What follows belongs to an exercise in optimizing a design on an open flow for small area; a production flow would make more cautious choices. The RTL was checked by simulation tests, not by an equivalence proof against the original design.

==> run K <==
// MDC_NTT
module MDC_NTT(
    input clk,
    input rst,
    input mode,
    input en,
    input [11:0] i1,
    input [11:0] i2,
    output [11:0] o1,
    output [11:0] o2,
    output done
    );
==> module MDC_NTT, before the edit <==
module MDC_NTT(
    input clk,
    input rst,
    input mode,
    input en,
    input [11:0] i1,
    input [11:0] i2,
    output [11:0] o1,
    output [11:0] o2,
    output done
    );
    reg [6:0] cnt;
    reg       run;
    reg       done_r;
    reg       m;         
    always @(posedge clk) begin
        if (!rst) m <= mode;
    end
    always @(posedge clk) begin
        if (!rst) begin
            cnt    <= 7'd0;
            run    <= 1'b0;
            done_r <= 1'b0;
        end else begin
            if (run | en) cnt <= cnt + 7'd1;
            run <= run | en;
            if (cnt == LAST) done_r <= en;
        end
    end
    assign done = done_r;
    localparam integer LAT = 3;
    function [5:0] s_ntt(input integer L);
        s_ntt = LAT*L + 64 - (64 >> L);
    endfunction
    function [5:0] s_intt(input integer L);
        s_intt = LAT*L + (1 << L) - 1;
    endfunction
    function [5:0] bf_off(input integer k, input m);
        bf_off = m ? s_intt(6 - k) : s_ntt(k);
    endfunction
    function [5:0] c_off(input integer k, input m);
        c_off = m ? s_intt(5 - k) + LAT : s_ntt(k) + LAT;
    endfunction
    localparam [6:0] LAST = 7*LAT + 63 - 1;    
    wire [11:0] bf_i1 [0:6];
    wire [11:0] bf_i2 [0:6];
    wire [11:0] bf_o1 [0:6];
    wire [11:0] bf_o2 [0:6];
    wire [11:0] c_i1 [0:5];
    wire [11:0] c_i2 [0:5];
    wire [11:0] c_o1 [0:5];
    wire [11:0] c_o2 [0:5];
    genvar k;
    generate
        for (k = 0; k < 7; k = k + 1) begin : g_bf
            wire [5:0] ph  = cnt[5:0] - bf_off(k, m);
            wire [5:0] g   = ph >> (6 - k);
            wire [5:0] idx = m ? ~g : g;
            if (k == 0) begin : g_in0
                assign bf_i1[k] = m ? c_o1[0] : i1;
                assign bf_i2[k] = m ? c_o2[0] : i2;
            end else if (k == 6) begin : g_in6
                assign bf_i1[k] = m ? i1 : c_o1[5];
                assign bf_i2[k] = m ? i2 : c_o2[5];
            end else begin : g_in
                assign bf_i1[k] = m ? c_o1[k] : c_o1[k-1];
                assign bf_i2[k] = m ? c_o2[k] : c_o2[k-1];
            end
            BF #(k) bf(.clk(clk), .mode(m), .widx(idx),
                       .a1(bf_i1[k]), .a2(bf_i2[k]), .o1(bf_o1[k]), .o2(bf_o2[k]));
        end
        for (k = 0; k < 6; k = k + 1) begin : g_c
            wire [5:0] ph = cnt[5:0] - c_off(k, m);
            wire sel = ph[5 - k];
            assign c_i1[k] = m ? bf_o1[k+1] : bf_o1[k];
            assign c_i2[k] = m ? bf_o2[k+1] : bf_o2[k];
            C2 #(32 >> k) c(.clk(clk), .sel(sel), .i1(c_i1[k]), .i2(c_i2[k]),
                            .o1(c_o1[k]), .o2(c_o2[k]));
        end
    endgenerate
    assign o1 = m ? bf_o1[0] : bf_o1[6];
    assign o2 = m ? bf_o2[0] : bf_o2[6];
endmodule
==> module BF, before the edit <==
module BF #(
    parameter K = 1
)(
    input             clk,
    input             mode,
    input      [5:0]  widx,
    input      [11:0] a1,
    input      [11:0] a2,
    output reg [11:0] o1,
    output reg [11:0] o2
);
    reg  [11:0] x_r, side_r, side2_r;
    reg  [12:0] plo_r;
    reg  [11:0] qe_r;
    wire [11:0] t, s, d;
    modadd add(.h(mode), .a(mode ? a1 : side2_r), .b(mode ? a2 : t), .c(s));
    modsub sub(.h(mode), .a(mode ? a2 : side2_r), .b(mode ? a1 : t), .c(d));
    wire [11:0] w_r;
    generate
        if (K == 0) begin : g_w0
            assign w_r = 12'd1729;
        end else if (K <= 3) begin : g_wi
            reg [K-1:0] i_q;
            always @(posedge clk) i_q <= widx[K-1:0];
            tw_rom #(K) rom(.idx({{(6-K){1'b0}}, i_q}), .w(w_r));
        end else begin : g_w
            reg [11:0] w_q;
            wire [11:0] w;
            tw_rom #(K) rom(.idx(widx), .w(w));
            always @(posedge clk) w_q <= w;
            assign w_r = w_q;
        end
    endgenerate
    always @(posedge clk) begin
        x_r    <= mode ? d : a2;
        side_r <= mode ? s : a1;
    end
    wire [23:0] p = x_r * w_r;
    wire [11:0] qe;
    reduc_q rq(.p(p), .qe(qe));
    always @(posedge clk) begin
        plo_r   <= p[12:0];
        qe_r    <= qe;
        side2_r <= side_r;
    end
    reduc_r rr(.plo(plo_r), .qe(qe_r), .r(t));
    always @(posedge clk) begin
        o1 <= mode ? side2_r : s;
        o2 <= mode ? t : d;
    end
endmodule
==> module modadd, before the edit <==
module modadd(
    input         h,
    input  [11:0] a,
    input  [11:0] b,
    output [11:0] c
);
    wire [12:0] s  = a + b;
    wire [13:0] sm = {1'b0, s} - 14'd3329;
    wire [13:0] sp = {1'b0, s} + 14'd3329;
    wire [11:0] cf = sm[13] ? s[11:0] : sm[11:0];
    wire [11:0] ch = !s[0] ? s[12:1] : (sm[13] ? sp[12:1] : sm[12:1]);
    assign c = h ? ch : cf;
endmodule
==> module modsub, before the edit <==
module modsub(
    input         h,
    input  [11:0] a,
    input  [11:0] b,
    output [11:0] c
);
    wire [12:0] d   = {1'b0, a} - {1'b0, b};
    wire [13:0] dp  = {d[12], d} + 14'd3329;
    wire [13:0] dpp = {d[12], d} + 14'd6658;
    wire [11:0] cf  = d[12] ? dp[11:0] : d[11:0];
    wire [11:0] ch  = d[0] ? dp[12:1] : (d[12] ? dpp[12:1] : d[12:1]);
    assign c = h ? ch : cf;
endmodule
==> module reduc_r, before the edit <==
module reduc_r(
    input  [12:0] plo,
    input  [11:0] qe,
    output [11:0] r
);
    wire [12:0] rr = plo - qe - {qe[4:0], 8'd0} - {qe[2:0], 10'd0} - {qe[1:0], 11'd0};
    wire [12:0] rq = rr + 13'd3329;
    assign r = rr[12] ? rq[11:0] : rr[11:0];
endmodule
export LEC_CHECK = 0
export CAP_MARGIN = 20
export CORE_MARGIN = 2
export CORE_UTILIZATION = 65
export CTS_BUF_LIST = sky130_fd_sc_hd__clkbuf_8
export PLACE_DENSITY = 0.75
export SETUP_SLACK_MARGIN = 0.3
export SLEW_MARGIN = 20
create_clock -name core_clock -period 8.0 [get_ports {clk}]
run.sh (not shown) runs the stock make flow with config.mk's settings and CLKGATE_MAP_FILE= SYNTH_SCRIPT=/design/flow/synth_recipe.tcl, a recipe that flattens the netlist after the stock synthesis.
==> run Y (differences from run K) <==
--- a/flow/design.v
+++ b/flow/design.v
@@ -30,3 +30,3 @@
     assign done = done_r;
-    localparam integer LAT = 3;
+    localparam integer LAT = 4;
     function [5:0] s_ntt(input integer L);
@@ -94,22 +94,18 @@
 );
-    reg  [11:0] x_r, side_r, side2_r;
-    reg  [12:0] plo_r;
-    reg  [11:0] qe_r;
+    reg  [11:0] x_r, side_r, side2_r, side3_r;
+    reg  [23:0] p_r;
+    reg  [12:0] rr_r;
     wire [11:0] t, s, d;
-    modadd add(.h(mode), .a(mode ? a1 : side2_r), .b(mode ? a2 : t), .c(s));
-    modsub sub(.h(mode), .a(mode ? a2 : side2_r), .b(mode ? a1 : t), .c(d));
-    wire [11:0] w_r;
+    modadd add(.a(mode ? a1 : side3_r), .b(mode ? a2 : t), .c(s));
+    modsub sub(.a(mode ? a2 : side3_r), .b(mode ? a1 : t), .c(d));
+    wire [11:0] w;
     generate
         if (K == 0) begin : g_w0
-            assign w_r = 12'd1729;
-        end else if (K <= 3) begin : g_wi
+            reg m_q;                         
+            always @(posedge clk) m_q <= mode;
+            assign w = m_q ? 12'd1652 : 12'd1729;
+        end else begin : g_wi
             reg [K-1:0] i_q;
             always @(posedge clk) i_q <= widx[K-1:0];
-            tw_rom #(K) rom(.idx({{(6-K){1'b0}}, i_q}), .w(w_r));
-        end else begin : g_w
-            reg [11:0] w_q;
-            wire [11:0] w;
-            tw_rom #(K) rom(.idx(widx), .w(w));
-            always @(posedge clk) w_q <= w;
-            assign w_r = w_q;
+            tw_rom #(K) rom(.idx({{(6-K){1'b0}}, i_q}), .w(w));
         end
@@ -120,13 +116,36 @@
     end
-    wire [23:0] p = x_r * w_r;
-    wire [11:0] qe;
-    reduc_q rq(.p(p), .qe(qe));
     always @(posedge clk) begin
-        plo_r   <= p[12:0];
-        qe_r    <= qe;
+        p_r     <= x_r * w;
         side2_r <= side_r;
     end
-    reduc_r rr(.plo(plo_r), .qe(qe_r), .r(t));
+    wire [11:0] qe;
+    wire [12:0] rr;
+    reduc_q rq(.p(p_r), .qe(qe));
+    reduc_d rd(.plo(p_r[12:0]), .qe(qe), .rr(rr));
+    always @(posedge clk) begin
+        rr_r    <= rr;
+        side3_r <= side2_r;
+    end
+    reduc_c rc(.rr(rr_r), .r(t));
+    wire [11:0] o1_intt;
+    generate
+        if (K == 0) begin : g_sc
+            wire [23:0] v = 24'd86554 - {side2_r, 4'd0} - {side2_r, 3'd0} - {side2_r, 1'b0};
+            wire [11:0] qv;
+            reduc_q rqv(.p(v), .qe(qv));
+            reg  [12:0] vlo_r;
+            reg  [4:0]  qv_r;
+            always @(posedge clk) begin
+                vlo_r <= v[12:0];
+                qv_r  <= qv[4:0];
+            end
+            wire [12:0] rv;
+            reduc_d rdv(.plo(vlo_r), .qe({7'd0, qv_r}), .rr(rv));
+            reduc_c rcv(.rr(rv), .r(o1_intt));
+        end else begin : g_nsc
+            assign o1_intt = side3_r;
+        end
+    endgenerate
     always @(posedge clk) begin
-        o1 <= mode ? side2_r : s;
+        o1 <= mode ? o1_intt : s;
         o2 <= mode ? t : d;
@@ -342,3 +361,2 @@
 module modadd(
-    input         h,
     input  [11:0] a,
@@ -348,10 +366,6 @@
     wire [12:0] s  = a + b;
-    wire [13:0] sm = {1'b0, s} - 14'd3329;
-    wire [13:0] sp = {1'b0, s} + 14'd3329;
-    wire [11:0] cf = sm[13] ? s[11:0] : sm[11:0];
-    wire [11:0] ch = !s[0] ? s[12:1] : (sm[13] ? sp[12:1] : sm[12:1]);
-    assign c = h ? ch : cf;
+    wire [13:0] sq = {1'b0, s} - 14'd3329;
+    assign c = sq[13] ? s[11:0] : sq[11:0];
 endmodule
 module modsub(
-    input         h,
     input  [11:0] a,
@@ -360,8 +374,5 @@
 );
-    wire [12:0] d   = {1'b0, a} - {1'b0, b};
-    wire [13:0] dp  = {d[12], d} + 14'd3329;
-    wire [13:0] dpp = {d[12], d} + 14'd6658;
-    wire [11:0] cf  = d[12] ? dp[11:0] : d[11:0];
-    wire [11:0] ch  = d[0] ? dp[12:1] : (d[12] ? dpp[12:1] : d[12:1]);
-    assign c = h ? ch : cf;
+    wire [12:0] d  = {1'b0, a} - {1'b0, b};
+    wire [12:0] dq = d + 13'd3329;
+    assign c = d[12] ? dq[11:0] : d[11:0];
 endmodule
@@ -374,8 +385,13 @@
 endmodule
-module reduc_r(
+module reduc_d(
     input  [12:0] plo,
     input  [11:0] qe,
+    output [12:0] rr
+);
+    assign rr = plo - qe - {qe[4:0], 8'd0} - {qe[2:0], 10'd0} - {qe[1:0], 11'd0};
+endmodule
+module reduc_c(
+    input  [12:0] rr,
     output [11:0] r
 );
-    wire [12:0] rr = plo - qe - {qe[4:0], 8'd0} - {qe[2:0], 10'd0} - {qe[1:0], 11'd0};
     wire [12:0] rq = rr + 13'd3329;
--- a/flow/config.mk
+++ b/flow/config.mk
@@ -12,3 +12,2 @@
 export PLACE_DENSITY = 0.75
-export SETUP_SLACK_MARGIN = 0.3
 export SLEW_MARGIN = 20
==> run B (differences from run K) <==
--- a/flow/config.mk
+++ b/flow/config.mk
@@ -9,5 +9,3 @@
 export CORE_MARGIN = 2
-export CORE_UTILIZATION = 65
-export CTS_BUF_LIST = sky130_fd_sc_hd__clkbuf_8
-export PLACE_DENSITY = 0.75
+export CORE_UTILIZATION = 50
 export SETUP_SLACK_MARGIN = 0.3
==> comparison <==
Run K finished but fails on negative setup slack. Run Y passed the timing, design-rule and antenna checks. Run B ran to the end with violations: negative setup slack.
Against run Y, the clock skew of run K is lower by 0.022 ns.
Non-clock buffer count, lowest first: run Y, run K, run B.
Via count: run K > run B > run Y.
Sequential share of layout area, lowest first: run B, run K, run Y.
The highest die area belongs to run B, the lowest to run K.
The lowest count of clock-buffer cells in the layout belongs to run B, the highest to run Y.
Final area: run B > run K > run Y.
==> figures <==
|  | run Y | run K | run B |
|---|---|---|---|
| Run status | timing/DRC/antenna clean | finished with violations | finished with violations |
| Violated checks | - | negative setup slack | negative setup slack |
| Worst r2r path cells | 20 | 32 | 33 |
| Placed cell areas | 121300 sq um | 122900 sq um | 124400 sq um |
| Simple logic cell fraction of the synthesized area | 10.99% | 11.63% | 11.63% |
| Area growth from synthesis to final layout | 8.993% | 13.48% | 15.72% |
| Non-clock buffer share of cell area | 0.7341% | 3.777% | 4.219% |
| Buffers, non-clock | 103 | 614 | 701 |
| Number of cells on the critical path | 20 | 32 | 33 |
| TNS Setup | 0 ns | -0.6561 ns | -0.1156 ns |
| DP Cell Count | 13942 | 14468 | 15244 |
| N_diodes | 13 | 15 | 13 |
| Maximum clock skew at final layout | 0.1460 ns | 0.1240 ns | 0.1082 ns |
| Clock tree sinks | 2353 | 2168 | 2168 |
| Critical path launch point | m | g_bf[1].bf.genblk1.g_wi.i_q | g_bf[3].bf.w_r[5] |
| Vertical extent of the die | 431.0 um | 428.3 um | 487.7 um |
| Final standard cell count with taps included and fillers excluded | 14605 | 15181 | 15778 |
| Slew at the pin closest to its max-slew limit | 1.085 ns | 1.061 ns | 1.090 ns |

==> re-timing with driven ports <==
The flow's constraints put no driver on any port. The routed layouts listed below were extracted and timed again, unchanged, in two steps.
Step 1, drivers: a clkbuf_16 drives clk and a buf_2 each remaining input, both assumed.
Step 2 moves the port delays by t, midway between the first and last clock arrival at a register: inputs arrive t later, outputs are due t later. That takes back most of the time a late clock gives input paths.
Three values: no drivers, after step 1, after step 2; two values: the first two.
run	t, ns	slack for setup (ns)	worst data-port slew with drivers (ns)
run K	1.123	-0.171 / -0.171 / -0.171	0.19
run Y	1.128	1.376 / 1.295 / 1.376	0.21
run B	0.939	-0.067 / -0.067 / -0.067	0.10
